Source: an optimization exercise on an open RTL-to-GDS flow (aim: small area, a short achievable clock period and few clock cycles per item). Production flows keep margins and buffers that such runs may drop.
No run shown here included a check of the RTL's function; only the layout flow was run.
Power figures rest on the tool's default switching activity, not on a simulated workload.

File: design.v
module ALU_top(
    input soc_clk,
    input reset,
    input [31:0] ALU_dat1,
    input [31:0] ALU_dat2,
    input [5:0] Instruction_from_CU,
    output ALU_overflow,
    output ALU_con_met,
    output ALU_zero,
    output ALU_err,
    output ALU_ready,
    output [31:0] ALU_out,
    output ALU_accept
);
    reg busy;
    always @(posedge soc_clk) begin
        if (reset) busy <= 1'b0;
        else       busy <= ~busy;
    end
    assign ALU_accept = ~busy;
    assign ALU_ready  = busy;
    assign ALU_err    = 1'b0;
    wire [31:0] a = ALU_dat1;
    wire [31:0] b = ALU_dat2;
    wire [5:0]  c = Instruction_from_CU;
    wire is_beq  = (c == 6'd4);
    wire is_bne  = (c == 6'd5);
    wire is_blt  = (c == 6'd6);
    wire is_bge  = (c == 6'd7);
    wire is_bltu = (c == 6'd8);
    wire is_bgeu = (c == 6'd9);
    wire is_add  = (c == 6'd18) | (c == 6'd27);
    wire is_sub  = (c == 6'd28);
    wire is_sll  = (c == 6'd24) | (c == 6'd29);
    wire is_srl  = (c == 6'd25) | (c == 6'd33);
    wire is_sra  = (c == 6'd26) | (c == 6'd34);
    wire is_slt  = (c == 6'd19) | (c == 6'd30);
    wire is_sltu = (c == 6'd20) | (c == 6'd31);
    wire is_xor  = (c == 6'd21) | (c == 6'd32);
    wire is_or   = (c == 6'd22) | (c == 6'd35);
    wire is_and  = (c == 6'd23) | (c == 6'd36);
    wire do_sub = ~c[5] & (~c[4] | (c[3] & c[2]) | (~c[3] & ~c[2] & c[1] & c[0]) |
                           (~c[3] & c[2] & ~c[1] & ~c[0]));
    wire [31:0] bx = b ^ {32{do_sub}};
    wire [31:0] p  = a ^ bx;
    wire [31:0] g  = a & bx;
    wire [31:0] G0 = {g[31:1], g[0] | (p[0] & do_sub)};
    wire [31:0] P0 = p;
    wire [31:0] G1, P1;
    assign G1[0] = G0[0];
    assign P1[0] = P0[0];
    assign G1[1] = G0[1] | (P0[1] & G0[0]);
    assign P1[1] = P0[1] & P0[0];
    assign G1[2] = G0[2];
    assign P1[2] = P0[2];
    assign G1[3] = G0[3] | (P0[3] & G0[2]);
    assign P1[3] = P0[3] & P0[2];
    assign G1[4] = G0[4];
    assign P1[4] = P0[4];
    assign G1[5] = G0[5] | (P0[5] & G0[4]);
    assign P1[5] = P0[5] & P0[4];
    assign G1[6] = G0[6];
    assign P1[6] = P0[6];
    assign G1[7] = G0[7] | (P0[7] & G0[6]);
    assign P1[7] = P0[7] & P0[6];
    assign G1[8] = G0[8];
    assign P1[8] = P0[8];
    assign G1[9] = G0[9] | (P0[9] & G0[8]);
    assign P1[9] = P0[9] & P0[8];
    assign G1[10] = G0[10];
    assign P1[10] = P0[10];
    assign G1[11] = G0[11] | (P0[11] & G0[10]);
    assign P1[11] = P0[11] & P0[10];
    assign G1[12] = G0[12];
    assign P1[12] = P0[12];
    assign G1[13] = G0[13] | (P0[13] & G0[12]);
    assign P1[13] = P0[13] & P0[12];
    assign G1[14] = G0[14];
    assign P1[14] = P0[14];
    assign G1[15] = G0[15] | (P0[15] & G0[14]);
    assign P1[15] = P0[15] & P0[14];
    assign G1[16] = G0[16];
    assign P1[16] = P0[16];
    assign G1[17] = G0[17] | (P0[17] & G0[16]);
    assign P1[17] = P0[17] & P0[16];
    assign G1[18] = G0[18];
    assign P1[18] = P0[18];
    assign G1[19] = G0[19] | (P0[19] & G0[18]);
    assign P1[19] = P0[19] & P0[18];
    assign G1[20] = G0[20];
    assign P1[20] = P0[20];
    assign G1[21] = G0[21] | (P0[21] & G0[20]);
    assign P1[21] = P0[21] & P0[20];
    assign G1[22] = G0[22];
    assign P1[22] = P0[22];
    assign G1[23] = G0[23] | (P0[23] & G0[22]);
    assign P1[23] = P0[23] & P0[22];
    assign G1[24] = G0[24];
    assign P1[24] = P0[24];
    assign G1[25] = G0[25] | (P0[25] & G0[24]);
    assign P1[25] = P0[25] & P0[24];
    assign G1[26] = G0[26];
    assign P1[26] = P0[26];
    assign G1[27] = G0[27] | (P0[27] & G0[26]);
    assign P1[27] = P0[27] & P0[26];
    assign G1[28] = G0[28];
    assign P1[28] = P0[28];
    assign G1[29] = G0[29] | (P0[29] & G0[28]);
    assign P1[29] = P0[29] & P0[28];
    assign G1[30] = G0[30];
    assign P1[30] = P0[30];
    assign G1[31] = G0[31] | (P0[31] & G0[30]);
    assign P1[31] = P0[31] & P0[30];
    wire [31:0] G2, P2;
    assign G2[0] = G1[0];
    assign P2[0] = P1[0];
    assign G2[1] = G1[1];
    assign P2[1] = P1[1];
    assign G2[2] = G1[2] | (P1[2] & G1[1]);
    assign P2[2] = P1[2] & P1[1];
    assign G2[3] = G1[3] | (P1[3] & G1[1]);
    assign P2[3] = P1[3] & P1[1];
    assign G2[4] = G1[4];
    assign P2[4] = P1[4];
    assign G2[5] = G1[5];
    assign P2[5] = P1[5];
    assign G2[6] = G1[6] | (P1[6] & G1[5]);
    assign P2[6] = P1[6] & P1[5];
    assign G2[7] = G1[7] | (P1[7] & G1[5]);
    assign P2[7] = P1[7] & P1[5];
    assign G2[8] = G1[8];
    assign P2[8] = P1[8];
    assign G2[9] = G1[9];
    assign P2[9] = P1[9];
    assign G2[10] = G1[10] | (P1[10] & G1[9]);
    assign P2[10] = P1[10] & P1[9];
    assign G2[11] = G1[11] | (P1[11] & G1[9]);
    assign P2[11] = P1[11] & P1[9];
    assign G2[12] = G1[12];
    assign P2[12] = P1[12];
    assign G2[13] = G1[13];
    assign P2[13] = P1[13];
    assign G2[14] = G1[14] | (P1[14] & G1[13]);
    assign P2[14] = P1[14] & P1[13];
    assign G2[15] = G1[15] | (P1[15] & G1[13]);
    assign P2[15] = P1[15] & P1[13];
    assign G2[16] = G1[16];
    assign P2[16] = P1[16];
    assign G2[17] = G1[17];
    assign P2[17] = P1[17];
    assign G2[18] = G1[18] | (P1[18] & G1[17]);
    assign P2[18] = P1[18] & P1[17];
    assign G2[19] = G1[19] | (P1[19] & G1[17]);
    assign P2[19] = P1[19] & P1[17];
    assign G2[20] = G1[20];
    assign P2[20] = P1[20];
    assign G2[21] = G1[21];
    assign P2[21] = P1[21];
    assign G2[22] = G1[22] | (P1[22] & G1[21]);
    assign P2[22] = P1[22] & P1[21];
    assign G2[23] = G1[23] | (P1[23] & G1[21]);
    assign P2[23] = P1[23] & P1[21];
    assign G2[24] = G1[24];
    assign P2[24] = P1[24];
    assign G2[25] = G1[25];
    assign P2[25] = P1[25];
    assign G2[26] = G1[26] | (P1[26] & G1[25]);
    assign P2[26] = P1[26] & P1[25];
    assign G2[27] = G1[27] | (P1[27] & G1[25]);
    assign P2[27] = P1[27] & P1[25];
    assign G2[28] = G1[28];
    assign P2[28] = P1[28];
    assign G2[29] = G1[29];
    assign P2[29] = P1[29];
    assign G2[30] = G1[30] | (P1[30] & G1[29]);
    assign P2[30] = P1[30] & P1[29];
    assign G2[31] = G1[31] | (P1[31] & G1[29]);
    assign P2[31] = P1[31] & P1[29];
    wire [31:0] G3, P3;
    assign G3[0] = G2[0];
    assign P3[0] = P2[0];
    assign G3[1] = G2[1];
    assign P3[1] = P2[1];
    assign G3[2] = G2[2];
    assign P3[2] = P2[2];
    assign G3[3] = G2[3];
    assign P3[3] = P2[3];
    assign G3[4] = G2[4] | (P2[4] & G2[3]);
    assign P3[4] = P2[4] & P2[3];
    assign G3[5] = G2[5] | (P2[5] & G2[3]);
    assign P3[5] = P2[5] & P2[3];
    assign G3[6] = G2[6] | (P2[6] & G2[3]);
    assign P3[6] = P2[6] & P2[3];
    assign G3[7] = G2[7] | (P2[7] & G2[3]);
    assign P3[7] = P2[7] & P2[3];
    assign G3[8] = G2[8];
    assign P3[8] = P2[8];
    assign G3[9] = G2[9];
    assign P3[9] = P2[9];
    assign G3[10] = G2[10];
    assign P3[10] = P2[10];
    assign G3[11] = G2[11];
    assign P3[11] = P2[11];
    assign G3[12] = G2[12] | (P2[12] & G2[11]);
    assign P3[12] = P2[12] & P2[11];
    assign G3[13] = G2[13] | (P2[13] & G2[11]);
    assign P3[13] = P2[13] & P2[11];
    assign G3[14] = G2[14] | (P2[14] & G2[11]);
    assign P3[14] = P2[14] & P2[11];
    assign G3[15] = G2[15] | (P2[15] & G2[11]);
    assign P3[15] = P2[15] & P2[11];
    assign G3[16] = G2[16];
    assign P3[16] = P2[16];
    assign G3[17] = G2[17];
    assign P3[17] = P2[17];
    assign G3[18] = G2[18];
    assign P3[18] = P2[18];
    assign G3[19] = G2[19];
    assign P3[19] = P2[19];
    assign G3[20] = G2[20] | (P2[20] & G2[19]);
    assign P3[20] = P2[20] & P2[19];
    assign G3[21] = G2[21] | (P2[21] & G2[19]);
    assign P3[21] = P2[21] & P2[19];
    assign G3[22] = G2[22] | (P2[22] & G2[19]);
    assign P3[22] = P2[22] & P2[19];
    assign G3[23] = G2[23] | (P2[23] & G2[19]);
    assign P3[23] = P2[23] & P2[19];
    assign G3[24] = G2[24];
    assign P3[24] = P2[24];
    assign G3[25] = G2[25];
    assign P3[25] = P2[25];
    assign G3[26] = G2[26];
    assign P3[26] = P2[26];
    assign G3[27] = G2[27];
    assign P3[27] = P2[27];
    assign G3[28] = G2[28] | (P2[28] & G2[27]);
    assign P3[28] = P2[28] & P2[27];
    assign G3[29] = G2[29] | (P2[29] & G2[27]);
    assign P3[29] = P2[29] & P2[27];
    assign G3[30] = G2[30] | (P2[30] & G2[27]);
    assign P3[30] = P2[30] & P2[27];
    assign G3[31] = G2[31] | (P2[31] & G2[27]);
    assign P3[31] = P2[31] & P2[27];
    wire [31:0] G4, P4;
    assign G4[0] = G3[0];
    assign P4[0] = P3[0];
    assign G4[1] = G3[1];
    assign P4[1] = P3[1];
    assign G4[2] = G3[2];
    assign P4[2] = P3[2];
    assign G4[3] = G3[3];
    assign P4[3] = P3[3];
    assign G4[4] = G3[4];
    assign P4[4] = P3[4];
    assign G4[5] = G3[5];
    assign P4[5] = P3[5];
    assign G4[6] = G3[6];
    assign P4[6] = P3[6];
    assign G4[7] = G3[7];
    assign P4[7] = P3[7];
    assign G4[8] = G3[8] | (P3[8] & G3[7]);
    assign P4[8] = P3[8] & P3[7];
    assign G4[9] = G3[9] | (P3[9] & G3[7]);
    assign P4[9] = P3[9] & P3[7];
    assign G4[10] = G3[10] | (P3[10] & G3[7]);
    assign P4[10] = P3[10] & P3[7];
    assign G4[11] = G3[11] | (P3[11] & G3[7]);
    assign P4[11] = P3[11] & P3[7];
    assign G4[12] = G3[12] | (P3[12] & G3[7]);
    assign P4[12] = P3[12] & P3[7];
    assign G4[13] = G3[13] | (P3[13] & G3[7]);
    assign P4[13] = P3[13] & P3[7];
    assign G4[14] = G3[14] | (P3[14] & G3[7]);
    assign P4[14] = P3[14] & P3[7];
    assign G4[15] = G3[15] | (P3[15] & G3[7]);
    assign P4[15] = P3[15] & P3[7];
    assign G4[16] = G3[16];
    assign P4[16] = P3[16];
    assign G4[17] = G3[17];
    assign P4[17] = P3[17];
    assign G4[18] = G3[18];
    assign P4[18] = P3[18];
    assign G4[19] = G3[19];
    assign P4[19] = P3[19];
    assign G4[20] = G3[20];
    assign P4[20] = P3[20];
    assign G4[21] = G3[21];
    assign P4[21] = P3[21];
    assign G4[22] = G3[22];
    assign P4[22] = P3[22];
    assign G4[23] = G3[23];
    assign P4[23] = P3[23];
    assign G4[24] = G3[24] | (P3[24] & G3[23]);
    assign P4[24] = P3[24] & P3[23];
    assign G4[25] = G3[25] | (P3[25] & G3[23]);
    assign P4[25] = P3[25] & P3[23];
    assign G4[26] = G3[26] | (P3[26] & G3[23]);
    assign P4[26] = P3[26] & P3[23];
    assign G4[27] = G3[27] | (P3[27] & G3[23]);
    assign P4[27] = P3[27] & P3[23];
    assign G4[28] = G3[28] | (P3[28] & G3[23]);
    assign P4[28] = P3[28] & P3[23];
    assign G4[29] = G3[29] | (P3[29] & G3[23]);
    assign P4[29] = P3[29] & P3[23];
    assign G4[30] = G3[30] | (P3[30] & G3[23]);
    assign P4[30] = P3[30] & P3[23];
    assign G4[31] = G3[31] | (P3[31] & G3[23]);
    assign P4[31] = P3[31] & P3[23];
    wire [31:0] G5, P5;
    assign G5[0] = G4[0];
    assign P5[0] = P4[0];
    assign G5[1] = G4[1];
    assign P5[1] = P4[1];
    assign G5[2] = G4[2];
    assign P5[2] = P4[2];
    assign G5[3] = G4[3];
    assign P5[3] = P4[3];
    assign G5[4] = G4[4];
    assign P5[4] = P4[4];
    assign G5[5] = G4[5];
    assign P5[5] = P4[5];
    assign G5[6] = G4[6];
    assign P5[6] = P4[6];
    assign G5[7] = G4[7];
    assign P5[7] = P4[7];
    assign G5[8] = G4[8];
    assign P5[8] = P4[8];
    assign G5[9] = G4[9];
    assign P5[9] = P4[9];
    assign G5[10] = G4[10];
    assign P5[10] = P4[10];
    assign G5[11] = G4[11];
    assign P5[11] = P4[11];
    assign G5[12] = G4[12];
    assign P5[12] = P4[12];
    assign G5[13] = G4[13];
    assign P5[13] = P4[13];
    assign G5[14] = G4[14];
    assign P5[14] = P4[14];
    assign G5[15] = G4[15];
    assign P5[15] = P4[15];
    assign G5[16] = G4[16] | (P4[16] & G4[15]);
    assign P5[16] = P4[16] & P4[15];
    assign G5[17] = G4[17] | (P4[17] & G4[15]);
    assign P5[17] = P4[17] & P4[15];
    assign G5[18] = G4[18] | (P4[18] & G4[15]);
    assign P5[18] = P4[18] & P4[15];
    assign G5[19] = G4[19] | (P4[19] & G4[15]);
    assign P5[19] = P4[19] & P4[15];
    assign G5[20] = G4[20] | (P4[20] & G4[15]);
    assign P5[20] = P4[20] & P4[15];
    assign G5[21] = G4[21] | (P4[21] & G4[15]);
    assign P5[21] = P4[21] & P4[15];
    assign G5[22] = G4[22] | (P4[22] & G4[15]);
    assign P5[22] = P4[22] & P4[15];
    assign G5[23] = G4[23] | (P4[23] & G4[15]);
    assign P5[23] = P4[23] & P4[15];
    assign G5[24] = G4[24] | (P4[24] & G4[15]);
    assign P5[24] = P4[24] & P4[15];
    assign G5[25] = G4[25] | (P4[25] & G4[15]);
    assign P5[25] = P4[25] & P4[15];
    assign G5[26] = G4[26] | (P4[26] & G4[15]);
    assign P5[26] = P4[26] & P4[15];
    assign G5[27] = G4[27] | (P4[27] & G4[15]);
    assign P5[27] = P4[27] & P4[15];
    assign G5[28] = G4[28] | (P4[28] & G4[15]);
    assign P5[28] = P4[28] & P4[15];
    assign G5[29] = G4[29] | (P4[29] & G4[15]);
    assign P5[29] = P4[29] & P4[15];
    assign G5[30] = G4[30] | (P4[30] & G4[15]);
    assign P5[30] = P4[30] & P4[15];
    assign G5[31] = G4[31] | (P4[31] & G4[15]);
    assign P5[31] = P4[31] & P4[15];
    wire [31:0] cg = G5;    
    wire        pall = P5[31];    
    wire [31:0] sum = p ^ {cg[30:0], do_sub};
    wire ltu = ~cg[31];                            
    wire lts = (a[31] ^ b[31]) ? a[31] : sum[31];  
    wire eq  = pall;                               
    wire ovf = (a[31] == bx[31]) & (sum[31] != a[31]);
    wire [31:0] a_rev;
    wire [31:0] sh_r, sh_rev;
    genvar gi;
    generate
        for (gi = 0; gi < 32; gi = gi + 1) begin : REV
            assign a_rev[gi]  = a[31-gi];
            assign sh_rev[gi] = sh_r[31-gi];
        end
    endgenerate
    wire [31:0] sh_in = is_sll ? a_rev : a;
    wire        fill  = is_sra & a[31];
    wire [31:0] r0 = b[0] ? {fill, sh_in[31:1]} : sh_in;
    wire [31:0] r1 = b[1] ? {{2{fill}}, r0[31:2]} : r0;
    wire [31:0] r2 = b[2] ? {{4{fill}}, r1[31:4]} : r1;
    wire [31:0] r3 = b[3] ? {{8{fill}}, r2[31:8]} : r2;
    assign sh_r = b[4] ? {{16{fill}}, r3[31:16]} : r3;
    wire        sel_sum = is_add | is_sub;
    wire [31:0] res_o =
        ({32{is_sll}} & sh_rev) |
        ({32{is_srl | is_sra}} & sh_r) |
        ({32{is_xor | is_or}} & p) |
        ({32{is_and | is_or}} & g) |
        {31'd0, (is_slt & lts) | (is_sltu & ltu)};
    wire [31:0] cin_v = {cg[30:0], do_sub};
    wire [31:0] res0 = res_o | ({32{sel_sum}} & p);
    wire [31:0] res1 = res_o | ({32{sel_sum}} & ~p);
    wire [31:0] res;
    generate
        for (gi = 0; gi < 32; gi = gi + 1) begin : RES
            assign res[gi] = cin_v[gi] ? res1[gi] : res0[gi];
        end
    endgenerate
    wire cm = (is_beq & eq) | (is_bne & ~eq) | (is_blt & lts) | (is_bge & ~lts) |
              (is_bltu & ltu) | (is_bgeu & ~ltu);
    reg [31:0] out_r;
    reg        ovf_r, cm_r;
    always @(posedge soc_clk) begin
        out_r <= res;
        ovf_r <= (is_add | is_sub) & ovf;
        cm_r  <= cm;
    end
    assign ALU_out      = out_r;
    assign ALU_overflow = ovf_r;
    assign ALU_con_met  = cm_r;
    assign ALU_zero     = ~|out_r;
endmodule
File: flow/run.sh
#!/bin/bash
# Standard ORFS layout (the standard.sh), with plain buf_2 port buffers and a
# setup margin so that the repair steps size the logic for a shorter period.
set -euo pipefail
bash standard.sh "BUFFER_PORTS_ARGS=-buffer_cell sky130_fd_sc_hd__buf_2" SETUP_SLACK_MARGIN=8.5 finish > standard.log 2>&1
File: standard.sh
#!/bin/bash
# synth_recipe.tcl (not shown) runs the flow's synth.tcl, then flattens the netlist and writes it again
# the make line also repeats each setting of config.mk as NAME=value (left out here)
make -C /OpenROAD-flow-scripts/flow DESIGN_CONFIG=/design/flow/config.mk WORK_HOME=/design/flow/orfs CLKGATE_MAP_FILE= SYNTH_SCRIPT=/design/flow/synth_recipe.tcl "${@:-finish}"
File: config.mk
export PLATFORM = sky130hd
export DESIGN_NAME = ALU_top
export DESIGN_NICKNAME = ALU_top
export VERILOG_FILES = /design/flow/design.v
export SDC_FILE = /design/flow/constraint.sdc
export NUM_CORES = 4
export LEC_CHECK = 0
export ABC_AREA = 1
export CAP_MARGIN = 20
export CORE_MARGIN = 2
export CORE_UTILIZATION = 40
export SLEW_MARGIN = 20
File: constraint.sdc
create_clock -name core_clock -period 14.0 [get_ports {soc_clk}]
set_input_delay 2.8000 -clock core_clock [delete_from_list [all_inputs] [get_ports {soc_clk}]]
set_output_delay 2.8000 -clock core_clock [all_outputs]
set_load 0.01 [all_outputs]
==> results_dict.tcl, run 1 <==
set metrics [dict create \
    cp.depth 22 \
    worst_ep_required_time_ns 14.19 \
    power_frac_comb_pct 56.0 \
    route.detailed.drc 0 \
    sequentialPowerShare_pct 21.1 \
    worst_pin_slew_ns 1.11 \
    cpMostUsedCell "nand2_2" \
    p_int_uw 295 \
    min_period_over_period_pct 38.5 \
    viasPerCell 5.74 \
    min_path_type "register to register" \
    cts_tree "done" \
    avgSynthCellArea_sq_um 5.66 \
    holdPathStages 1 \
    clkLatencyLatePin_ns 0.29 \
    design_area_sq_um 7050 \
    setup_tns_ns 0 \
    grt_use_met3_pct 4.67 \
    yosys.area.top_type "nand2_1" \
    clock_skew_ns 0 \
    hold_viol 0 \
    r2r_start "busy" \
    synth-xor-area-share_pct 4.85 \
    cp.arrival_ns 5.58 \
    p_sw_uw 246 \
    fmax_mhz 185 \
    whs_endpoint "busy" \
    drtPass1Iterations 5 \
    cap_violations 0 \
    yosysUniqueCellTypes 48 \
    die_w_um 124 \
    overflow 0 \
    grt_busiest_layer "met2" \
    worstHoldStart "busy" \
    drt-total-wl_um 23100 \
    synth_compound_area_share_pct 23.5 \
    p_per_area_nw_per_um2 76.8 \
    grtUsageMet2_pct 48.2 \
    r2r-end "busy" \
    placed_area_sq_um 6340 \
    finalMaxSlewViolations 0 \
    n_antenna_cell 0 \
    synth_top_family_by_area "simple AND/OR/NAND/NOR gates" \
    dr.first_iter.drc_count 779 \
    synth_flop_cell "dfxtp_1" \
    end_kind "register" \
    fin_crit_ns 5.39 \
    async_reset_ff_share_pct 0 \
    yosysWarnings 1 \
    grt_max_degree 62 \
    cts_root_buffer "clkbuf_16" \
    cts_buffers 5 \
    synth_simple_gate_area_share_pct 40.5 \
    vias 7442 \
    synth_adder_area_share_pct 6.93 \
    finalPower_uw 542 \
    synth_area_sq_um 5780 \
    crit_chain "buf_2 > a21oi_1 > nand3_4 > buf_12 > nand2_8 > xnor2_1 > ha_1 > inv_1 > o21ai_0 > a21oi_1 > nor3_2 > a211oi_2 > buf_4 > nand2_4 > nand2_2 > nand2_2 > nand2_2 > nand3_2 > nand3_1 > nand2_1 > nor2_1 > nor2_1" \
    ir_worst_vdd_v 0.0000428 \
    reg2reg_slack_ns 13.51 \
    path_delay_family "simple AND/OR/NAND/NOR gates" \
    crit_slowest_cell "ha_1" \
    p_leak_nw 3.45 \
    use_met1_pct 39.9 \
    outcome "complete, no violations" \
    gp_congestion 0.992 \
    synth_edf_count 0 \
    stdcell_count 1296 \
    routedWlPerCell_um 17.8 \
    syn_nets 1125 \
    ys_ff_latch 35 \
    max_slew_margin_pct 25.8 \
    clockPowerShare_pct 22.9 \
    grt_antenna_before_repair 0 \
    cts.sinks 35 \
    worst_hold_slack_ns 0.432 \
    setup_viol 0 \
    rows 43 \
    syn_inst 1021 \
    placeableCoreArea_sq_um 14000 \
    synth_most_common_cell "nand2_1" \
    start_util_pct 41.3 \
    seq_area_frac_synth_pct 12.1 \
    switching_share_pct 45.5 \
    syn_to_final_growth_pct 22.1 \
    slowest_delay_ns 0.26 \
    synth_common_cells "nand2_1 (306), nand3_1 (103), o21ai_1 (90)" \
    crit_fanout 6 \
    synth_top_area_share_pct 19.9 \
    track_usage_pct 29.9 \
    rsz0062_at_grt "yes" \
    path_clk_slew_ns 0.06 \
    ant_nets 0 \
    io_buffer_count 108 \
    ios 110 \
    grt_pass1_vias 6596 \
    path_class "primary input to register" \
    r2r_cells 1 \
    h-tree-depth 2 \
    critPathLaunchType "primary input" \
    die_area_sq_um 15400 \
    layout-drive-gt1-share_pct 19.9 \
    nets 1219 \
    placed_cells 1261 \
    die_y_um 124 \
    worst-path-buf-inv 4 \
    hpwl_um 17300 \
    synthMuxAreaShare_pct 2.25 \
    grt_pass1_wl_um 35300 \
    synth_area_leaders "nand2_1 (20%), dfxtp_1 (12%), nand3_1 (8.9%)" \
    clock_path_buffers 2 \
]
[registers in the layout (all words and copies together), names as in the netlist]
register,cells
cm_r,1
busy,1
ovf_r,1
out_r,32
[metrics by stage]
step           util [%]  worst slack, ns
6_report           50.4             8.61
5_1_grt            50.4             8.42
4_1_cts            48.2             8.49
3_5_place_dp       45.4             7.73
3_3_place_gp       45.4             7.81
2_1_floorplan         -             8.44
[per-layer routing]
| layer | share of wire (%) | vias to the layer above | wire length, um |
|---|---|---|---|
| li1 | - | 3658 | - |
| met1 | 42 | 3329 | 9730 |
| met2 | 44 | 376 | 10300 |
| met3 | 8.6 | 79 | 1990 |
| met4 | 4.8 | 0 | 1110 |
| met5 | 0 | - | 0 |
[cell usage in the layout, fill, tap and decap left out, types with 9 or more instances in the layout]
cell type / count
buf_2: 106
ha_1: 27
nand3_1: 103
o211ai_1: 16
nand2_1: 299
o21ai_0: 33
mux2i_1: 13
xnor2_1: 23
nand2_2: 20
dfxtp_1: 35
nor2_1: 49
nor4_1: 9
a22oi_1: 20
a21oi_1: 37
nand4_1: 17
inv_1: 74
o21ai_1: 89
buf_4: 23
[cell families after synthesis]
logic type / count (synthesis)
multiplexers: 13
AO/OA/AOI/OAI: 235
other: 1
flip-flops: 35
XOR/XNOR: 32
adder cells (fa/ha/maj): 32
buffers and inverters: 140
AND/OR/NAND/NOR: 533
[final cells by class]
class                   count  area (sq um)
clock buffers               7           153
repair buffers            136           818
multi-input cells         849          4790
repair inverters            1          7.51
inverters                  87           348
fillers                  1526          6940
clock inverters             1          7.51
flip-flops and latches     35           701
well taps                 180           225
[power groups by stage]
| stage | registers [mW] | logic (mW) | clock network [mW] |
|---|---|---|---|
| after floorplan | 0.121 | 0.181 | 0 |
| after global routing | 0.115 | 0.335 | 0.128 |
| after global placement | 0.116 | 0.261 | 0 |
| final | 0.114 | 0.303 | 0.124 |
| after CTS | 0.114 | 0.276 | 0.124 |
| after detailed placement | 0.116 | 0.260 | 0 |
[worst max-delay path by stage]
| stage | start | to | slack, ns |
|---|---|---|---|
| floorplan | Instruction_from_CU[0] | cm_r | 8.44 |
| global placement | Instruction_from_CU[1] | cm_r | 7.81 |
| detailed placement | Instruction_from_CU[1] | cm_r | 7.73 |
| CTS | Instruction_from_CU[1] | cm_r | 8.49 |
| global route | Instruction_from_CU[3] | cm_r | 8.42 |
| finish | Instruction_from_CU[3] | cm_r | 8.61 |
[timing repair]
action / CTS / global route
pin swaps: 8 / 15
gates resized for setup: 20 / 49
gates cloned: 3 / 1
hold buffers: 0 / 0
setup buffers: 10 / 13
setup endpoints to repair: 34 / 34
==> run 2: changes to the inputs <==
==> flow/run.sh (replaced) <==
#!/bin/bash
# Standard ORFS layout (the standard.sh), with plain buf_2 port buffers and a
# setup margin so that the repair steps size the logic for a shorter period.
set -euo pipefail
bash standard.sh "BUFFER_PORTS_ARGS=-buffer_cell sky130_fd_sc_hd__buf_2" SETUP_SLACK_MARGIN=8.0 finish > standard.log 2>&1
==> results_dict.tcl, run 2 <==
set metrics [dict create \
    holdPathStages 1 \
    clock_skew_ns 0 \
    synth_area_leaders "nand2_1 (20%), dfxtp_1 (12%), nand3_1 (8.9%)" \
    gp_congestion 0.996 \
    synth_edf_count 0 \
    end_kind "register" \
    final_util_pct 46.9 \
    synth_area_sq_um 5780 \
    dr.first_iter.drc_count 634 \
    path_clk_slew_ns 0.06 \
    outcome "complete, no violations" \
    power_frac_comb_pct 52.2 \
    cts_tree "done" \
    die_area_sq_um 15400 \
    synth_top_area_share_pct 19.9 \
    grt_pass1_vias 6182 \
    p_leak_nw 3.26 \
    setup_tns_ns 0 \
    hold_viol 0 \
    fin_crit_ns 5.78 \
    synth_common_cells "nand2_1 (306), nand3_1 (103), o21ai_1 (90)" \
    worst_hold_slack_ns 0.425 \
    ir_worst_vdd_v 0.0000681 \
    die_y_um 124 \
    io_buffer_count 108 \
    critPathLaunchType "primary input" \
    max_slew_margin_pct 32.5 \
    cts_root_buffer "clkbuf_16" \
    grt_antenna_before_repair 0 \
    switching_share_pct 43.9 \
    die_w_um 124 \
    cts_buffers 5 \
    n_antenna_cell 0 \
    viasPerCell 5.61 \
    routedWlPerCell_um 17.5 \
    grtUsageMet2_pct 45.3 \
    final_common_cell "nand2_1" \
    p_sw_uw 227 \
    synth_most_common_cell "nand2_1" \
    setup_viol 0 \
    h-tree-depth 2 \
    clkLatencyLatePin_ns 0.29 \
    avgSynthCellArea_sq_um 5.66 \
    seq_area_sq_um 701 \
    p_per_area_nw_per_um2 78.7 \
    finalMaxSlewViolations 0 \
    yosysUniqueCellTypes 48 \
    clockPowerShare_pct 25.7 \
    placed_cells 1262 \
    path_class "primary input to register" \
    ios 110 \
    drt-total-wl_um 22300 \
    grt_use_met3_pct 3.85 \
    min_path_type "register to register" \
    design_area_sq_um 6570 \
    finalPower_uw 517 \
    syn_inst 1021 \
    p_int_uw 290 \
    vias 7128 \
    min_period_over_period_pct 41.3 \
    grt_max_degree 62 \
    cap_violations 0 \
    crit_fanout 17 \
    cts.sinks 35 \
    overflow 0 \
    dp_slack_ns 7.75 \
    largest_reg_flops 32 \
    start_util_pct 41.3 \
    use_met1_pct 37.3 \
    most-common-layout-cells "nand2_1 (306), buf_2 (108), nand3_1 (103)" \
    rsz0062_at_grt "yes" \
    layout-drive-gt1-share_pct 14.8 \
    worst_slack_ns 8.22 \
    top_register "out_r" \
    fill_cells 1589 \
    hpwl_um 17500 \
    worst_ep_required_time_ns 14.19 \
    placeableCoreArea_sq_um 14000 \
    stdcell_count 1271 \
    cp.arrival_ns 5.96 \
    yosysWarnings 1 \
    route.detailed.drc 0 \
    ys_ff_latch 35 \
    track_usage_pct 28.3 \
    r2r_cells 1 \
    syn_to_final_growth_pct 13.7 \
    grt_pass1_wl_um 33000 \
    sequentialPowerShare_pct 22.1 \
    drtPass1Iterations 5 \
    placed_area_sq_um 6350 \
    ant_nets 0 \
    worst_pin_slew_ns 1.00 \
    rows 43 \
    synth_flop_cell "dfxtp_1" \
    fmax_mhz 173 \
    seq_area_frac_synth_pct 12.1 \
    async_reset_ff_share_pct 0 \
    grt_busiest_layer "met2" \
    clock_path_buffers 2 \
    yosys.area.top_type "nand2_1" \
    syn_nets 1125 \
    multi_input_area_sq_um 4550 \
    nets 1194 \
]
## run 2: cell counts after synthesis
Identical to the previous run, type by type.
## run 2: cells by family after synthesis
logic type	Yosys count	share of synthesized area, %
AOI/OAI and AO/OA	235	23.5
xor gates and xnor gates	32	4.85
adders and majority gates	32	6.93
buffers and inverters	140	9.72
DFF	35	12.1
muxes	13	2.25
other	1	0.0649
and+or+nand+nor	533	40.5
## run 2: repair_timing
| action | in CTS | in global routing |
|---|---|---|
| hold buffers | 0 | 0 |
| resized for setup | 0 | 7 |
| endpoints found under the setup margin | 0 | 24 |
| buffers inserted | 0 | 0 |
## run 2: critical path, stage by stage
cell	delay (ns)
buf_2	0.13
nor2_1	0.22
nand2_2	0.11
nand3_2	0.20
nand2_8	0.19
xnor2_1	0.18
ha_1	0.36
inv_1	0.10
nor3_1	0.32
nand2_1	0.24
nor4_1	0.36
nand4_1	0.19
mux2i_1	0.20
nand2_1	0.07
nor2_1	0.08
nand2_1	0.06
nor2_1	0.09
nor2_1	0.04
## run 2: area by class of cell
cell class | instances | share of cell area [%]
Clock buffer | 6 | 2.11
Timing Repair Buffer | 114 | 8.92
Sequential cell | 35 | 10.7
Tap cell | 180 | 3.43
Multi-Input combinational cell | 847 | 69.3
Inverter | 87 | 5.07
Clock inverter | 2 | 0.533
## run 2: final timing paths
check                               from    to  slack (ns)
setup / recovery  Instruction_from_CU[2]  cm_r        8.22
hold / removal                      busy  busy        0.42
setup reg to reg                    busy  busy       13.51
hold reg to reg                     busy  busy        0.42
## run 2: power groups by stage
stage / clock network, mW / logic [mW] / registers, mW
floorplan: 0 / 0.181 / 0.121
global placement: 0 / 0.261 / 0.116
detailed placement: 0 / 0.261 / 0.116
CTS: 0.135 / 0.263 / 0.114
global route: 0.138 / 0.299 / 0.115
finish: 0.133 / 0.270 / 0.114
## run 2: routing by layer
layer  share of wire [%]  up-vias
li1                    -     3613
met1                  43     3133
met2                  44      320
met3                 7.3       62
met4                 5.2        0
met5                   0        -
==> run 3: changes to the inputs <==
--- a/config.mk
+++ b/config.mk
@@ -8,5 +8,5 @@
 export ABC_AREA = 1
 export CAP_MARGIN = 20
 export CORE_MARGIN = 2
-export CORE_UTILIZATION = 40
+export CORE_UTILIZATION = 60
 export SLEW_MARGIN = 20
==> results_dict.tcl, run 3 <==
set metrics [dict create \
    most-common-layout-cells "nand2_1 (306), buf_2 (108), nand3_1 (103)" \
    critPathLaunchType "primary input" \
    synth_edf_count 0 \
    grt_max_degree 62 \
    avgSynthCellArea_sq_um 5.66 \
    start_util_pct 62.2 \
    cap_violations 0 \
    synth_top_area_share_pct 19.9 \
    worst_ep_required_time_ns 14.20 \
    p_per_area_nw_per_um2 74.5 \
    seq_area_frac_synth_pct 12.1 \
    setup_tns_ns 0 \
    overflow 0 \
    yosys.area.top_type "nand2_1" \
    seq_area_sq_um 701 \
    track_usage_pct 39.0 \
    min_path_type "register to register" \
    dr.first_iter.drc_count 859 \
    syn_inst 1021 \
    crit_fanout 13 \
    viasPerCell 6.14 \
    layout-drive-gt1-share_pct 15.0 \
    fill_cells 961 \
    synth_common_cells "nand2_1 (306), nand3_1 (103), o21ai_1 (90)" \
    largest_reg_flops 32 \
    end_kind "register" \
    drt-total-wl_um 21100 \
    cts.sinks 35 \
    ys_ff_latch 35 \
    setup_viol 0 \
    async_reset_ff_share_pct 0 \
    cts_buffers 5 \
    clock_skew_ns 0 \
    drtPass1Iterations 6 \
    worst_pin_slew_ns 1.09 \
    h-tree-depth 2 \
    synth_area_leaders "nand2_1 (20%), dfxtp_1 (12%), nand3_1 (8.9%)" \
    p_leak_nw 3.23 \
    cp.arrival_ns 5.91 \
    ir_worst_vdd_v 0.0000395 \
    yosysWarnings 1 \
    synth_area_sq_um 5780 \
    ant_nets 0 \
    cts_tree "done" \
    dp_slack_ns 7.80 \
    io_buffer_count 108 \
    min_period_over_period_pct 40.7 \
    grt_pass1_wl_um 31800 \
    nets 1196 \
    die_w_um 102 \
    syn_nets 1125 \
    hold_viol 0 \
    synth_most_common_cell "nand2_1" \
    syn_to_final_growth_pct 11.7 \
    fmax_mhz 175 \
    placeableCoreArea_sq_um 9280 \
    outcome "complete, no violations" \
    clock_path_buffers 2 \
    final_common_cell "nand2_1" \
    max_slew_margin_pct 27.1 \
    n_antenna_cell 0 \
    worst_slack_ns 8.30 \
    rows 35 \
    fin_crit_ns 5.70 \
    hpwl_um 16100 \
    path_clk_slew_ns 0.09 \
    die_area_sq_um 10400 \
    cts_root_buffer "clkbuf_8" \
    rsz0062_at_grt "no" \
    routedWlPerCell_um 17.3 \
    die_y_um 102 \
    grt_pass1_vias 6372 \
    clkLatencyLatePin_ns 0.30 \
    ios 110 \
    path_class "primary input to register" \
    vias 7503 \
    gp_congestion 1.02 \
    top_register "out_r" \
    finalMaxSlewViolations 0 \
    synth_flop_cell "dfxtp_1" \
    route.detailed.drc 0 \
    yosysUniqueCellTypes 48 \
    grt_antenna_before_repair 0 \
    multi_input_area_sq_um 4540 \
]
[run 3: layer usage]
metal  vias to the layer above  global-route usage [%]  routed length (um)
li1                       3614                       -                   -
met1                      3321                    51.8                8590
met2                       482                    62.9                9240
met3                        86                    5.61                2200
met4                         0                    17.4                1100
met5                         -                       0                   0
[run 3: final timing paths]
| check | slack [ns] | from | depth (start not counted) | endpoint |
|---|---|---|---|---|
| worst max-delay path | 8.30 | Instruction_from_CU[1] | 21 | cm_r |
| worst min-delay path | 0.43 | busy | 1 | busy |
| worst max register to register | 13.51 | busy | 1 | busy |
| worst min register to register | 0.43 | busy | 1 | busy |
[run 3: repair_timing]
action,4_1_cts,5_1_grt
hold buffers,0,0
buffers inserted,0,5
endpoints found under the setup margin,0,27
gates resized for setup,0,8
[run 3: cell families (layout without fill, tap and decap cells)]
logic type | after synthesis | count (layout) | share of synthesized area, %
other cells | 1 | 1 | 0.0649
simple gates | 533 | 534 | 40.5
flops | 35 | 35 | 12.1
compound gates | 235 | 235 | 23.5
fa+ha+maj | 32 | 32 | 6.93
mux | 13 | 13 | 2.25
xor+xnor | 32 | 32 | 4.85
buf+inv | 140 | 211 | 9.72
[run 3: cell type report]
class / count / share of cell area (%)
repair buffers: 114 / 9.07
well taps: 129 / 2.50
repair inverters: 2 / 0.155
inverters: 87 / 5.27
clock inverters: 3 / 0.678
flip-flops and latches: 35 / 10.9
clock buffers: 5 / 1.07
multi-input cells: 847 / 70.4
[run 3: critical path, stage by stage]
cell      delay [ns]
buf_2           0.12
nor2_1          0.17
nand2_1         0.14
nand3_2         0.20
nand2_8         0.15
buf_4           0.18
xnor2_1         0.22
ha_1            0.32
inv_1           0.13
o21bai_1        0.13
a21oi_1         0.34
o21a_1          0.19
nor2_1          0.06
a211oi_2        0.23
nand2_2         0.11
nand2_2         0.08
nand3_2         0.08
nand3_1         0.07
nand2_1         0.05
nor2_1          0.08
nor2_1          0.04
[run 3: report_power, final]
part	total (mW)	switching, mW	internal (mW)
sequential	0.115	0.00549	0.109
clock	0.0972	0.0441	0.0531
combinational	0.269	0.177	0.0926
[run 3: stage by stage]
step,area (sq um),hold WS [ns],power (mW),cells,util [%]
finish,6450,0.429,0.481,1222,69.5
global route,6450,0.455,0.513,1222,69.5
CTS,6360,0.434,0.466,1214,68.5
detailed placement,6250,0.423,0.372,1206,67.3
global placement,6250,0.413,0.370,1206,67.3
floorplan,5780,0.454,0.301,1021,-
==> run 4: changes to the inputs <==
==> flow/run.sh (replaced) <==
#!/bin/bash
# Standard ORFS layout (the standard.sh), with plain buf_2 port buffers, a
# setup margin so that the repair steps size the logic for a shorter period,
# and clock tree synthesis without dummy balancing loads.
set -euo pipefail
bash standard.sh "BUFFER_PORTS_ARGS=-buffer_cell sky130_fd_sc_hd__buf_2" SETUP_SLACK_MARGIN=8.0 \
  "CTS_ARGS=-sink_clustering_enable -repair_clock_nets -dont_use_dummy_load" finish > standard.log 2>&1
==> results_dict.tcl, run 4 <==
set metrics [dict create \
    outcome "complete, no violations" \
    clock_skew_ns 0 \
    cp.arrival_ns 5.90 \
    ys_ff_latch 35 \
    r2r_cells 1 \
    cts_tree "done" \
    avgSynthCellArea_sq_um 5.66 \
    worst_pin_slew_ns 1.06 \
    async_reset_ff_share_pct 0 \
    dp_slack_ns 7.80 \
    n_antenna_cell 0 \
    min_period_over_period_pct 40.9 \
    gp_congestion 1.02 \
    finalPower_uw 451 \
    ir_worst_vdd_v 0.0000434 \
    switching_share_pct 48.3 \
    drtPass1Iterations 6 \
    cts_buffers 5 \
    drt-total-wl_um 21000 \
    rsz0062_at_grt "yes" \
    die_area_sq_um 10400 \
    clock_path_buffers 2 \
    worst_ep_required_time_ns 14.17 \
    setup_tns_ns 0 \
    final_util_pct 68.8 \
    routedWlPerCell_um 17.3 \
    seq_area_frac_synth_pct 12.1 \
    grt_pass1_wl_um 31700 \
    grt_pass1_vias 6367 \
    synth_common_cells "nand2_1 (306), nand3_1 (103), o21ai_1 (90)" \
    cts.sinks 35 \
    yosysWarnings 1 \
    syn_nets 1125 \
    cts_root_buffer "clkbuf_8" \
    ant_nets 0 \
    placeableCoreArea_sq_um 9280 \
    crit_fanout 61 \
    worst_slack_ns 8.27 \
    holdPathStages 1 \
    power_frac_comb_pct 59.4 \
    max_slew_margin_pct 29.0 \
    min_path_type "register to register" \
    vias 7407 \
    clkLatencyLatePin_ns 0.29 \
    hpwl_um 16100 \
    most-common-layout-cells "nand2_1 (306), buf_2 (108), nand3_1 (103)" \
    p_sw_uw 218 \
    yosysUniqueCellTypes 48 \
    end_kind "register" \
    route.detailed.drc 0 \
    synth_top_area_share_pct 19.9 \
    fin_crit_ns 5.73 \
    yosys.area.top_type "nand2_1" \
    ios 110 \
    nets 1194 \
    path_clk_slew_ns 0.08 \
    p_leak_nw 3.19 \
    clockPowerShare_pct 15.2 \
    syn_inst 1021 \
    cap_violations 0 \
    synth_area_leaders "nand2_1 (20%), dfxtp_1 (12%), nand3_1 (8.9%)" \
    h-tree-depth 2 \
    die_y_um 102 \
    die_w_um 102 \
    grt_max_degree 62 \
    synth_flop_cell "dfxtp_1" \
    overflow 0 \
    fmax_mhz 175 \
    top_register "out_r" \
    p_per_area_nw_per_um2 70.6 \
    grt_antenna_before_repair 0 \
    final_common_cell "nand2_1" \
    synth_edf_count 0 \
    ctsHoldBuffers 0 \
    p_int_uw 233 \
    dr.first_iter.drc_count 970 \
    synth_area_sq_um 5780 \
    sequentialPowerShare_pct 25.4 \
    hold_viol 0 \
    rows 35 \
    io_buffer_count 108 \
    largest_reg_flops 32 \
    syn_to_final_growth_pct 10.6 \
    viasPerCell 6.09 \
    layout-drive-gt1-share_pct 14.5 \
    setup_viol 0 \
    track_usage_pct 39.2 \
    synth_most_common_cell "nand2_1" \
    finalMaxSlewViolations 0 \
    reg2reg_slack_ns 13.51 \
    path_class "primary input to register" \
    start_util_pct 62.2 \
    critPathLaunchType "primary input" \
]
-- run 4: what timing repair did --
| action | in CTS | in global routing |
|---|---|---|
| resized for setup | 0 | 5 |
| setup buffers | 0 | 3 |
| endpoints found under the setup margin | 0 | 27 |
-- run 4: path summary, 6_finish.rpt --
kind                                              from   endpoint
worst max-delay path            Instruction_from_CU[5]  out_r[15]
worst min-delay path                              busy       busy
worst max register to register                    busy       busy
worst min register to register                    busy       busy
-- run 4: metal layers --
layer	share of wire, %	GRT usage [%]
met5	0	0
met1	40	51.8
met2	43	62.6
met4	5.4	18.7
met3	11	6.02
-- run 4: stage by stage --
step	hold slack, ns	std cells	area [sq um]
floorplan	0.454	1021	5780
global placement	0.413	1206	6250
detailed placement	0.423	1206	6250
CTS	0.434	1211	6320
global route	0.455	1217	6390
finish	0.428	1217	6390
-- run 4: cell type report --
cell class	count	area [sq um]
Timing Repair inverter	2	10.0
Tap cell	129	161
Fill cell	963	2900
Clock buffer	5	68.8
Inverter	87	338
Sequential cell	35	701
Timing Repair Buffer	112	571
Multi-Input combinational cell	847	4540
-- run 4: critical path, stage by stage --
cell and delay [ns]:
buf_2 0.10, inv_2 0.17, nand2_1 0.16, inv_1 0.15
nand2_2 0.06, buf_4 0.30, inv_2 0.55, nand2_1 0.15
nand2_1 0.09, nand2_1 0.05, o21ai_1 0.15, nand2_1 0.07
o21ai_1 0.13, nand2_1 0.09, o21ai_0 0.10, nand2_1 0.06
a31oi_1 0.41, nor2_1 0.08, nor2_1 0.12, nand2_1 0.07
-- run 4: power by group through the flow --
stage               clock [mW]  sequential, mW  combinational [mW]
finish                  0.0686           0.115               0.268
global route            0.0727           0.115               0.296
CTS                     0.0679           0.114               0.257
detailed placement           0           0.117               0.255
global placement             0           0.116               0.254
floorplan                    0           0.121               0.181
-- run 4: cell families (layout without fill, tap and decap cells) --
kind of cell             Yosys count  in the layout  share of synthesized area (%)
multiplexers                      13             13                           2.25
AND/OR/NAND/NOR                  533            534                           40.5
flip-flops                        35             35                           12.1
other                              1              1                         0.0649
buffers and inverters            140            206                           9.72
adder cells (fa/ha/maj)           32             32                           6.93
XOR/XNOR                          32             32                           4.85
AO/OA/AOI/OAI                    235            235                           23.5
==> run 5: changes to the inputs <==
==> flow/run.sh (replaced) <==
#!/bin/bash
# Standard ORFS layout (the standard.sh), with plain buf_2 port buffers, a
# setup margin so that the repair steps size the logic for a shorter period,
# and clock tree synthesis without dummy balancing loads.
set -euo pipefail
bash standard.sh "BUFFER_PORTS_ARGS=-buffer_cell sky130_fd_sc_hd__buf_2" SETUP_SLACK_MARGIN=8.15 \
  "CTS_ARGS=-sink_clustering_enable -repair_clock_nets -dont_use_dummy_load" finish > standard.log 2>&1
==> results_dict.tcl, run 5 <==
set metrics [dict create \
    top_register "out_r" \
    placed_area_sq_um 6250 \
    synth_common_cells "nand2_1 (306), nand3_1 (103), o21ai_1 (90)" \
    clkLatencyLatePin_ns 0.29 \
    nets 1197 \
    seq_area_sq_um 701 \
    h-tree-depth 2 \
    outcome "complete, no violations" \
    seq_area_frac_synth_pct 12.1 \
    rsz0062_at_grt "yes" \
    die_y_um 102 \
    hold_viol 0 \
    p_leak_nw 3.23 \
    grt_pass1_vias 6360 \
    most-common-layout-cells "nand2_1 (306), buf_2 (108), nand3_1 (103)" \
    viasPerCell 6.11 \
    crit_slowest_cell "ha_2" \
    fmax_mhz 176 \
    ys_ff_latch 35 \
    synth_flop_cell "dfxtp_1" \
    layout-drive-gt1-share_pct 15.8 \
    grt_pass1_wl_um 31700 \
    fill_cells 956 \
    path_clk_slew_ns 0.08 \
    io_buffer_count 108 \
    routedWlPerCell_um 17.3 \
    n_antenna_cell 0 \
    yosys.area.top_type "nand2_1" \
    synth_area_sq_um 5780 \
    start_util_pct 62.2 \
    end_kind "register" \
    syn_nets 1125 \
    critPathLaunchType "primary input" \
    yosysWarnings 1 \
    ios 110 \
    slowest_delay_ns 0.38 \
    worst-path-buf-inv 3 \
    drt-total-wl_um 21100 \
    largest_reg_flops 32 \
    min_period_over_period_pct 40.5 \
    die_w_um 102 \
    min_path_type "register to register" \
    grt_max_degree 62 \
    final_common_cell "nand2_1" \
    die_area_sq_um 10400 \
    cp.arrival_ns 5.86 \
    cts_tree "done" \
    avgSynthCellArea_sq_um 5.66 \
    worst_ep_required_time_ns 14.19 \
    cts_buffers 5 \
    worst_slack_ns 8.33 \
    clock_path_buffers 2 \
    track_usage_pct 39.2 \
    syn_to_final_growth_pct 12.2 \
    setup_tns_ns 0 \
    path_class "primary input to register" \
    drtPass1Iterations 9 \
    cap_violations 0 \
    syn_inst 1021 \
    setup_viol 0 \
    finalMaxSlewViolations 0 \
    ant_nets 0 \
    grt_antenna_before_repair 0 \
    overflow 0 \
    ir_worst_vdd_v 0.0000442 \
    fin_crit_ns 5.67 \
    design_area_sq_um 6480 \
    ctsHoldBuffers 0 \
    max_slew_margin_pct 28.1 \
    multi_input_area_sq_um 4590 \
    synth_edf_count 0 \
    dp_slack_ns 7.80 \
    crit_chain "buf_2 > nor2_1 > nand2_1 > nand3_2 > nand2_8 > buf_12 > buf_4 > xnor2_1 > ha_2 > nand2_1 > nor2_1 > nand2_1 > nor4_2 > nand4_1 > mux2i_1 > nand2_1 > nor2_1 > nand2_1 > nor2_1 > nor2_1" \
    synth_most_common_cell "nand2_1" \
    rows 35 \
    async_reset_ff_share_pct 0 \
    yosysUniqueCellTypes 48 \
    vias 7451 \
    placeableCoreArea_sq_um 9280 \
    cts_root_buffer "clkbuf_8" \
    clock_skew_ns 0 \
    route.detailed.drc 0 \
    hpwl_um 16100 \
    synth_area_leaders "nand2_1 (20%), dfxtp_1 (12%), nand3_1 (8.9%)" \
    p_per_area_nw_per_um2 70.6 \
    crit_fanout 7 \
    worst_pin_slew_ns 1.08 \
    synth_top_area_share_pct 19.9 \
    cts.sinks 35 \
    gp_congestion 1.02 \
    path_delay_family "simple AND/OR/NAND/NOR gates" \
    dr.first_iter.drc_count 829 \
]
run 5: cell counts after synthesis:
Identical to the previous run, type by type.
run 5: path summary, 6_finish.rpt:
check / startpoint / to / slack [ns] / cells after the start
worst max register to register: busy / busy / 13.51 / 1
worst min-delay path: busy / busy / 0.43 / 1
worst min register to register: busy / busy / 0.43 / 1
worst max-delay path: Instruction_from_CU[1] / cm_r / 8.33 / 20
run 5: area by class of cell:
class | count | area share (%)
Multi-Input combinational cell | 847 | 70.9
Sequential cell | 35 | 10.8
Timing Repair Buffer | 115 | 9.35
Inverter | 87 | 5.21
Tap cell | 129 | 2.49
Clock buffer | 5 | 1.06
Timing Repair inverter | 2 | 0.154
run 5: cells by family after synthesis:
kind of cell | Yosys count | synth area share, %
buffers and inverters | 140 | 9.72
multiplexers | 13 | 2.25
other | 1 | 0.0649
AND/OR/NAND/NOR | 533 | 40.5
flip-flops | 35 | 12.1
adder cells (fa/ha/maj) | 32 | 6.93
XOR/XNOR | 32 | 4.85
AO/OA/AOI/OAI | 235 | 23.5
run 5: what timing repair did:
action	4_1_cts	5_1_grt
cloned	0	3
endpoints found under the hold margin	0	0
pin swaps	0	3
setup endpoints to repair	7	33
setup buffers	0	6
resized for setup	2	17
run 5: per-stage QoR:
step	hold slack [ns]	utilization [%]	power (mW)	instances
final	0.429	69.8	0.457	1220
after global routing	0.455	69.8	0.490	1220
after CTS	0.434	68.2	0.439	1211
after detailed placement	0.423	67.3	0.372	1206
after global placement	0.413	67.3	0.370	1206
after floorplan	0.454	-	0.301	1021
run 5: routing by layer:
layer	GRT usage (%)	vias to the layer above	routed length, um
li1	-	3618	-
met1	51.9	3305	8580
met2	63.1	447	9300
met3	5.40	81	2170
met4	18.2	0	1100
met5	0	-	0
run 5: power by group:
group          switching (mW)  internal, mW
registers             0.00548         0.109
logic                   0.179        0.0948
clock network          0.0369        0.0321
total                   0.221         0.236
==> run 6: changes to the inputs <==
==> flow/run.sh (replaced) <==
#!/bin/bash
# The standard ORFS layout (standard.sh) with these changes:
# - synthesis leaves adders to ABC instead of extracting half/full-adder cells
#   (ADDER_MAP_FILE empty); everything else in synthesis is the standard script,
#   so the registers and their names are the standard synthesis's;
# - plain buf_2 port buffers;
# - a setup margin so that the repair steps size the logic for a shorter period;
# - clock tree synthesis without dummy balancing loads.
set -euo pipefail
bash standard.sh ADDER_MAP_FILE= "BUFFER_PORTS_ARGS=-buffer_cell sky130_fd_sc_hd__buf_2" SETUP_SLACK_MARGIN=8.0 \
  "CTS_ARGS=-sink_clustering_enable -repair_clock_nets -dont_use_dummy_load" finish > standard.log 2>&1
==> results_dict.tcl, run 6 <==
set metrics [dict create \
    die_y_um 106 \
    cts_root_buffer "clkbuf_8" \
    drtPass1Iterations 9 \
    worst_ep_required_time_ns 14.23 \
    n_antenna_cell 0 \
    final_util_pct 67.1 \
    cts.sinks 35 \
    path_clk_slew_ns 0.07 \
    async_reset_ff_share_pct 0 \
    die_area_sq_um 11300 \
    grt_max_degree 49 \
    end_kind "register" \
    nets 1353 \
    syn_nets 1291 \
    hold_viol 0 \
    cap_violations 0 \
    fmax_mhz 171 \
    synth_common_cells "nand2_1 (405), nand3_1 (140), o21ai_0 (136)" \
    routedWlPerCell_um 17.0 \
    track_usage_pct 42.0 \
    p_per_area_nw_per_um2 64.3 \
    setup_tns_ns 0 \
    slowest_delay_ns 0.90 \
    avgSynthCellArea_sq_um 5.15 \
    path_delay_family "buffers and inverters" \
    synth_area_sq_um 6280 \
    clock_path_buffers 2 \
    die_w_um 106 \
    cts_buffers 5 \
    grt_pass1_vias 7033 \
    yosysWarnings 1 \
    p_leak_nw 3.59 \
    min_period_over_period_pct 41.8 \
    finalMaxSlewViolations 0 \
    most-common-layout-cells "nand2_1 (405), nand3_1 (140), o21ai_0 (136)" \
    gp_congestion 1.09 \
    crit_fanout 26 \
    rsz0062_at_grt "no" \
    clock_skew_ns 0 \
    post_cts.repair.setup_buffers 0 \
    vias 8455 \
    ys_ff_latch 35 \
    synth_area_leaders "nand2_1 (24%), dfxtp_1 (11%), nand3_1 (11%)" \
    worst_pin_slew_ns 1.13 \
    hpwl_um 19100 \
    drt-total-wl_um 24100 \
    grt_antenna_before_repair 0 \
    synth_edf_count 0 \
    yosys.area.top_type "nand2_1" \
    crit_chain "buf_2 > clkinvlp_4 > nor2_1 > a32o_1 > inv_1 > nand3_1 > clkinv_1 > o22ai_1 > and3b_1 > o21ai_1" \
    critPathLaunchType "primary input" \
    synth_top_area_share_pct 24.2 \
    overflow 0 \
    fin_crit_ns 5.85 \
    crit_slowest_cell "clkinv_1" \
    h-tree-depth 2 \
    outcome "complete, no violations" \
    layout-drive-gt1-share_pct 15.8 \
    cts_tree "done" \
    reg2reg_slack_ns 13.51 \
    start_util_pct 61.3 \
    grt_pass1_wl_um 37000 \
    max_slew_margin_pct 24.6 \
    dp_slack_ns 7.72 \
    synth_flop_cell "dfxtp_1" \
    clkLatencyLatePin_ns 0.28 \
    syn_inst 1219 \
    top_register "out_r" \
    dr.first_iter.drc_count 1197 \
    route.detailed.drc 0 \
    worst_hold_slack_ns 0.425 \
    worst-path-buf-inv 4 \
    rows 37 \
    ir_worst_vdd_v 0.0000434 \
    placeableCoreArea_sq_um 10200 \
    synth_most_common_cell "nand2_1" \
    final_common_cell "nand2_1" \
    largest_reg_flops 32 \
    ant_nets 0 \
    worst_slack_ns 8.15 \
    viasPerCell 5.98 \
    io_buffer_count 108 \
    min_path_type "register to register" \
    yosysUniqueCellTypes 50 \
    syn_to_final_growth_pct 9.37 \
    ios 110 \
    setup_viol 0 \
    path_class "primary input to register" \
    cp.arrival_ns 6.08 \
    seq_area_frac_synth_pct 11.2 \
]
-- run 6: cell count changes in the layout (fill, tap and decap cells not counted), sizes merged, moves of 8 or more --
cell,previous run,this run
ha,32,0
xnor2,26,4
a22oi,20,0
nor2,56,79
inv,80,141
nand2,324,440
o21ai,127,140
nand3,106,145
o2111ai,2,10
o22ai,3,24
-- run 6: kinds of logic after synthesis --
kind of cell / share of synthesized area (%)
other: 0.0598
and+or+nand+nor: 49.2
DFF: 11.2
buffers and inverters: 13.3
AOI/OAI and AO/OA: 24.0
muxes: 1.12
xor gates and xnor gates: 1.10
-- run 6: cell type report --
class | count | area (sq um)
Clock buffer | 5 | 68.8
Fill cell | 1077 | 3370
Inverter | 146 | 557
Multi-Input combinational cell | 978 | 4770
Sequential cell | 35 | 701
Tap cell | 136 | 170
Timing Repair Buffer | 115 | 593
-- run 6: power by group --
part | internal [mW] | total, mW | leakage, nW | switching (mW)
combinational | 0.0810 | 0.261 | 3.27 | 0.180
sequential | 0.109 | 0.115 | 0.287 | 0.00560
clock | 0.0320 | 0.0661 | 0.0359 | 0.0341
total | 0.222 | 0.442 | 3.59 | 0.219
-- run 6: what timing repair did --
item | in CTS | in global routing
gates resized for setup | 0 | 8
endpoints found under the setup margin | 0 | 27
hold buffers | 0 | 0
-- run 6: final timing paths --
check                         startpoint         to  cells past startpoint
hold / removal                      busy       busy                      1
setup reg to reg                    busy       busy                      1
hold reg to reg                     busy       busy                      1
setup / recovery  Instruction_from_CU[5]  out_r[21]                     10
-- run 6: stage by stage --
step / area [sq um] / total power, mW / cells
after CTS: 6830 / 0.429 / 1414
after floorplan: 6280 / 0.293 / 1219
final: 6860 / 0.442 / 1415
after global routing: 6860 / 0.473 / 1415
after detailed placement: 6760 / 0.365 / 1409
after global placement: 6760 / 0.363 / 1409
-- run 6: metal layers --
metal	vias up	GRT usage [%]	wire (um)
li1	4156	-	-
met1	3593	58.8	9830
met2	606	61.5	9650
met3	100	8.03	3180
met4	0	20.4	1420
met5	-	0	0
==> run 7: changes to the inputs <==
--- a/design.v
+++ b/design.v
@@ -399,19 +399,27 @@
         ({32{is_sll}} & sh_rev) |
         ({32{is_srl | is_sra}} & sh_r) |
         ({32{is_xor | is_or}} & p) |
-        ({32{is_and | is_or}} & g) |
-        {31'd0, (is_slt & lts) | (is_sltu & ltu)};
+        ({32{is_and | is_or}} & g);
     wire [31:0] cin_v = {cg[30:0], do_sub};
     wire [31:0] res0 = res_o | ({32{sel_sum}} & p);
     wire [31:0] res1 = res_o | ({32{sel_sum}} & ~p);
     wire [31:0] res;
     generate
         for (gi = 0; gi < 32; gi = gi + 1) begin : RES
-            assign res[gi] = cin_v[gi] ? res1[gi] : res0[gi];
+            if (gi == 0) begin : B0
+                assign res[gi] = (cin_v[gi] ? res1[gi] : res0[gi]) | slt_bit;
+            end else begin : BN
+                assign res[gi] = cin_v[gi] ? res1[gi] : res0[gi];
+            end
         end
     endgenerate
-    wire cm = (is_beq & eq) | (is_bne & ~eq) | (is_blt & lts) | (is_bge & ~lts) |
-              (is_bltu & ltu) | (is_bgeu & ~ltu);
+    wire sdiff = a[31] ^ b[31];
+    wire lts0  = sdiff ? a[31] : p[31];     
+    wire lts1  = sdiff ? a[31] : ~p[31];    
+    wire slt_bit = (cg[31] ? 1'b0 : is_sltu) | (cg[30] ? (is_slt & lts1) : (is_slt & lts0));
+    wire cm_u  = cg[31] ? is_bgeu : is_bltu;
+    wire cm_s  = cg[30] ? ((is_blt & lts1) | (is_bge & ~lts1)) : ((is_blt & lts0) | (is_bge & ~lts0));
+    wire cm    = (is_beq & eq) | (is_bne & ~eq) | cm_u | cm_s;
     reg [31:0] out_r;
     reg        ovf_r, cm_r;
     always @(posedge soc_clk) begin
==> flow/run.sh (replaced) <==
#!/bin/bash
# Standard ORFS layout (the standard.sh), with plain buf_2 port buffers and a
# setup margin so that the repair steps size the logic for a shorter period.
set -euo pipefail
bash standard.sh "BUFFER_PORTS_ARGS=-buffer_cell sky130_fd_sc_hd__buf_2" SETUP_SLACK_MARGIN=9.0 finish > standard.log 2>&1
--- a/config.mk
+++ b/config.mk
@@ -8,5 +8,5 @@
 export ABC_AREA = 1
 export CAP_MARGIN = 20
 export CORE_MARGIN = 2
-export CORE_UTILIZATION = 60
+export CORE_UTILIZATION = 40
 export SLEW_MARGIN = 20
==> results_dict.tcl, run 7 <==
set metrics [dict create \
    cts_tree "done" \
    async_reset_ff_share_pct 0 \
    syn_to_final_growth_pct 40.0 \
    top_register "out_r" \
    cts_root_buffer "clkbuf_16" \
    route.detailed.drc 0 \
    avgSynthCellArea_sq_um 5.56 \
    h-tree-depth 2 \
    track_usage_pct 30.3 \
    path_class "primary input to register" \
    finalMaxSlewViolations 0 \
    finalPower_uw 628 \
    gp_congestion 0.978 \
    ir_worst_vdd_v 0.0000506 \
    ios 110 \
    min_path_type "register to register" \
    synth_area_sq_um 6160 \
    hpwl_um 18200 \
    rows 45 \
    grt_pass1_wl_um 39100 \
    clockPowerShare_pct 18.0 \
    grt_max_degree 42 \
    critPathLaunchType "primary input" \
    clock_skew_ns 0 \
    overflow 0 \
    rsz0062_at_grt "yes" \
    clkLatencyLatePin_ns 0.28 \
    drtPass1Iterations 7 \
    placeableCoreArea_sq_um 15100 \
    sequentialPowerShare_pct 18.4 \
    synth_common_cells "nand2_1 (315), nand3_1 (237), inv_1 (90)" \
    synth_top_area_share_pct 19.2 \
    p_sw_uw 291 \
    final_common_cell "nand2_1" \
    cap_violations 0 \
    worst_ep_required_time_ns 14.24 \
    grt_pass1_vias 7517 \
    vias 8540 \
    p_per_area_nw_per_um2 72.8 \
    worst_pin_slew_ns 0.749 \
    end_kind "register" \
    io_buffer_count 108 \
    yosysWarnings 1 \
    ys_ff_latch 35 \
    synth_edf_count 0 \
    p_int_uw 337 \
    yosysUniqueCellTypes 50 \
    clock_path_buffers 2 \
    die_w_um 128 \
    synth_area_leaders "nand3_1 (19%), nand2_1 (19%), dfxtp_1 (11%)" \
    grt_antenna_before_repair 0 \
    min_period_over_period_pct 37.2 \
    drt-total-wl_um 27100 \
    fin_crit_ns 5.21 \
    cp.arrival_ns 5.45 \
    max_slew_margin_pct 49.8 \
    cts.sinks 35 \
    synth_flop_cell "dfxtp_1" \
    setup_viol 0 \
    fill_cells 1490 \
    seq_area_frac_synth_pct 11.4 \
    synth_most_common_cell "nand2_1" \
    hold_viol 0 \
    routedWlPerCell_um 18.7 \
    switching_share_pct 46.3 \
    syn_nets 1213 \
    die_area_sq_um 16400 \
    die_y_um 128 \
    outcome "complete, no violations" \
    power_frac_comb_pct 63.7 \
    ant_nets 0 \
    worst_hold_slack_ns 0.426 \
    path_clk_slew_ns 0.06 \
    crit_fanout 6 \
    largest_reg_flops 32 \
    layout-drive-gt1-share_pct 30.3 \
    n_antenna_cell 0 \
    yosys.area.top_type "nand3_1" \
    p_leak_nw 4.25 \
    syn_inst 1109 \
    start_util_pct 40.7 \
    viasPerCell 5.91 \
    dr.first_iter.drc_count 903 \
    most-common-layout-cells "nand2_1 (280), nand3_1 (224), buf_2 (101)" \
    fmax_mhz 192 \
    nets 1361 \
    cts_buffers 5 \
    setup_tns_ns 0 \
]
-- run 7: cell count changes in the layout (fill, tap and decap cells not counted), sizes merged, moves of 7 or more --
cell,previous run,this run
nand2,440,334
nand3,145,240
buf,115,192
o21ai,140,70
inv,141,93
ha,0,32
xnor2,4,26
a22oi,0,19
o22ai,24,5
nor2,79,63
o211ai,14,24
o2111ai,10,1
or2,11,4
-- run 7: final timing paths --
kind / start / endpoint / slack, ns / depth (start not counted)
setup / recovery: Instruction_from_CU[1] / out_r[25] / 8.79 / 21
hold / removal: busy / busy / 0.43 / 1
setup reg to reg: busy / busy / 13.51 / 1
hold reg to reg: busy / busy / 0.43 / 1
-- run 7: logic make-up (layout without fill, tap and decap cells) --
family | count (synthesis) | in the layout | synth area share (%)
AOI/OAI and AO/OA | 177 | 177 | 17.6
xor gates and xnor gates | 30 | 30 | 4.26
adders and majority gates | 32 | 32 | 6.49
buffers and inverters | 159 | 300 | 10.9
DFF | 35 | 35 | 11.4
muxes | 2 | 2 | 0.325
other | 1 | 1 | 0.0608
and+or+nand+nor | 673 | 680 | 49.0
-- run 7: metal layers --
| layer | part of all wire (%) | up-vias | global-route usage [%] |
|---|---|---|---|
| met4 | 5.6 | 0 | 15.3 |
| met2 | 46 | 426 | 49.7 |
| met5 | 0 | - | 0 |
| li1 | - | 4090 | - |
| met3 | 7.0 | 110 | 4.42 |
| met1 | 41 | 3914 | 38.9 |
-- run 7: area by class of cell --
class,count,area [sq um],share of cell area (%)
Multi-Input combinational cell,922,5760,66.8
Clock buffer,6,139,1.61
Sequential cell,35,701,8.12
Inverter,99,407,4.71
Timing Repair Buffer,193,1380,15.9
Tap cell,188,235,2.73
Timing Repair inverter,1,5.00,0.0580
Clock inverter,1,5.00,0.0580
-- run 7: what timing repair did --
| item | CTS | global route |
|---|---|---|
| setup buffers | 39 | 38 |
| pin swaps | 36 | 70 |
| resized for setup | 77 | 138 |
| endpoints found under the setup margin | 34 | 34 |
| hold buffers | 0 | 0 |
| cloned | 6 | 3 |
-- run 7: worst max-delay path, cell delays in order --
cell and delay [ns]:
buf_8 0.11, nor2_4 0.15, nand2_4 0.08, nand3_4 0.09
buf_12 0.11, nand2_8 0.10, xnor2_4 0.21, ha_4 0.24
a21oi_4 0.17, o21ai_1 0.09, a21oi_1 0.18, inv_1 0.08
nand2_1 0.08, nand2_2 0.08, a21oi_4 0.16, nand2_4 0.13
nand2_4 0.14, nand2_4 0.09, a21oi_1 0.21, nand2_1 0.08
nand2_1 0.06
-- run 7: metrics by stage --
stage | worst slack, ns | instance area, sq um | cells | utilization [%]
4_1_cts | 8.84 | 7670 | 1404 | 50.6
3_5_place_dp | 7.59 | 6780 | 1352 | 44.8
3_3_place_gp | 7.67 | 6780 | 1352 | 44.8
2_1_floorplan | 8.91 | 6270 | 1109 | -
5_1_grt | 8.66 | 8630 | 1445 | 57.0
6_report | 8.79 | 8630 | 1445 | 57.0
-- run 7: power groups by stage --
stage / sequential [mW] / combinational [mW] / clock [mW]
final: 0.115 / 0.400 / 0.113
after detailed placement: 0.117 / 0.276 / 0
after CTS: 0.115 / 0.323 / 0.114
after global placement: 0.118 / 0.276 / 0
after floorplan: 0.122 / 0.197 / 0
after global routing: 0.116 / 0.431 / 0.118

static timing again, ports no longer ideal:
The flow's constraints put no driver on any port. The routed layouts listed below were extracted and timed again, unchanged, in two steps. Step 1: set_driving_cell puts a clkbuf_16 on soc_clk and a buf_2 on each other input, an assumption about the parent block. Step 2 also shifts input and output timing later by t, the mid clock arrival at the registers, as if the neighbouring blocks saw the same clock. Slacks: ideal ports / drivers / drivers and shift; pairs: ideal ports / drivers.
run	t, ns	setup slack, ns	clock arrival spread, ns	worst data-port slew with drivers (ns)	cell pins on the clock port's net
run 1	0.328	8.607 / 8.628 / 8.300	0.005 / 0.005	0.05	1
run 2	0.323	8.223 / 8.243 / 7.920	0.006 / 0.006	0.05	1
run 3	0.329	8.299 / 8.314 / 7.985	0.007 / 0.007	0.05	1
run 4	0.327	8.274 / 8.294 / 7.967	0.015 / 0.014	0.05	1
run 5	0.327	8.330 / 8.354 / 8.027	0.014 / 0.014	0.05	1
run 6	0.318	8.148 / 8.155 / 7.838	0.015 / 0.015	0.04	1
run 7	0.322	8.790 / 8.765 / 8.444	0.007 / 0.007	0.06	1
After both steps setup and hold are still met in every run listed. For run 7, which loses most, drivers alone change the setup slack by -0.025 ns; drivers and shift together by -0.346 ns.
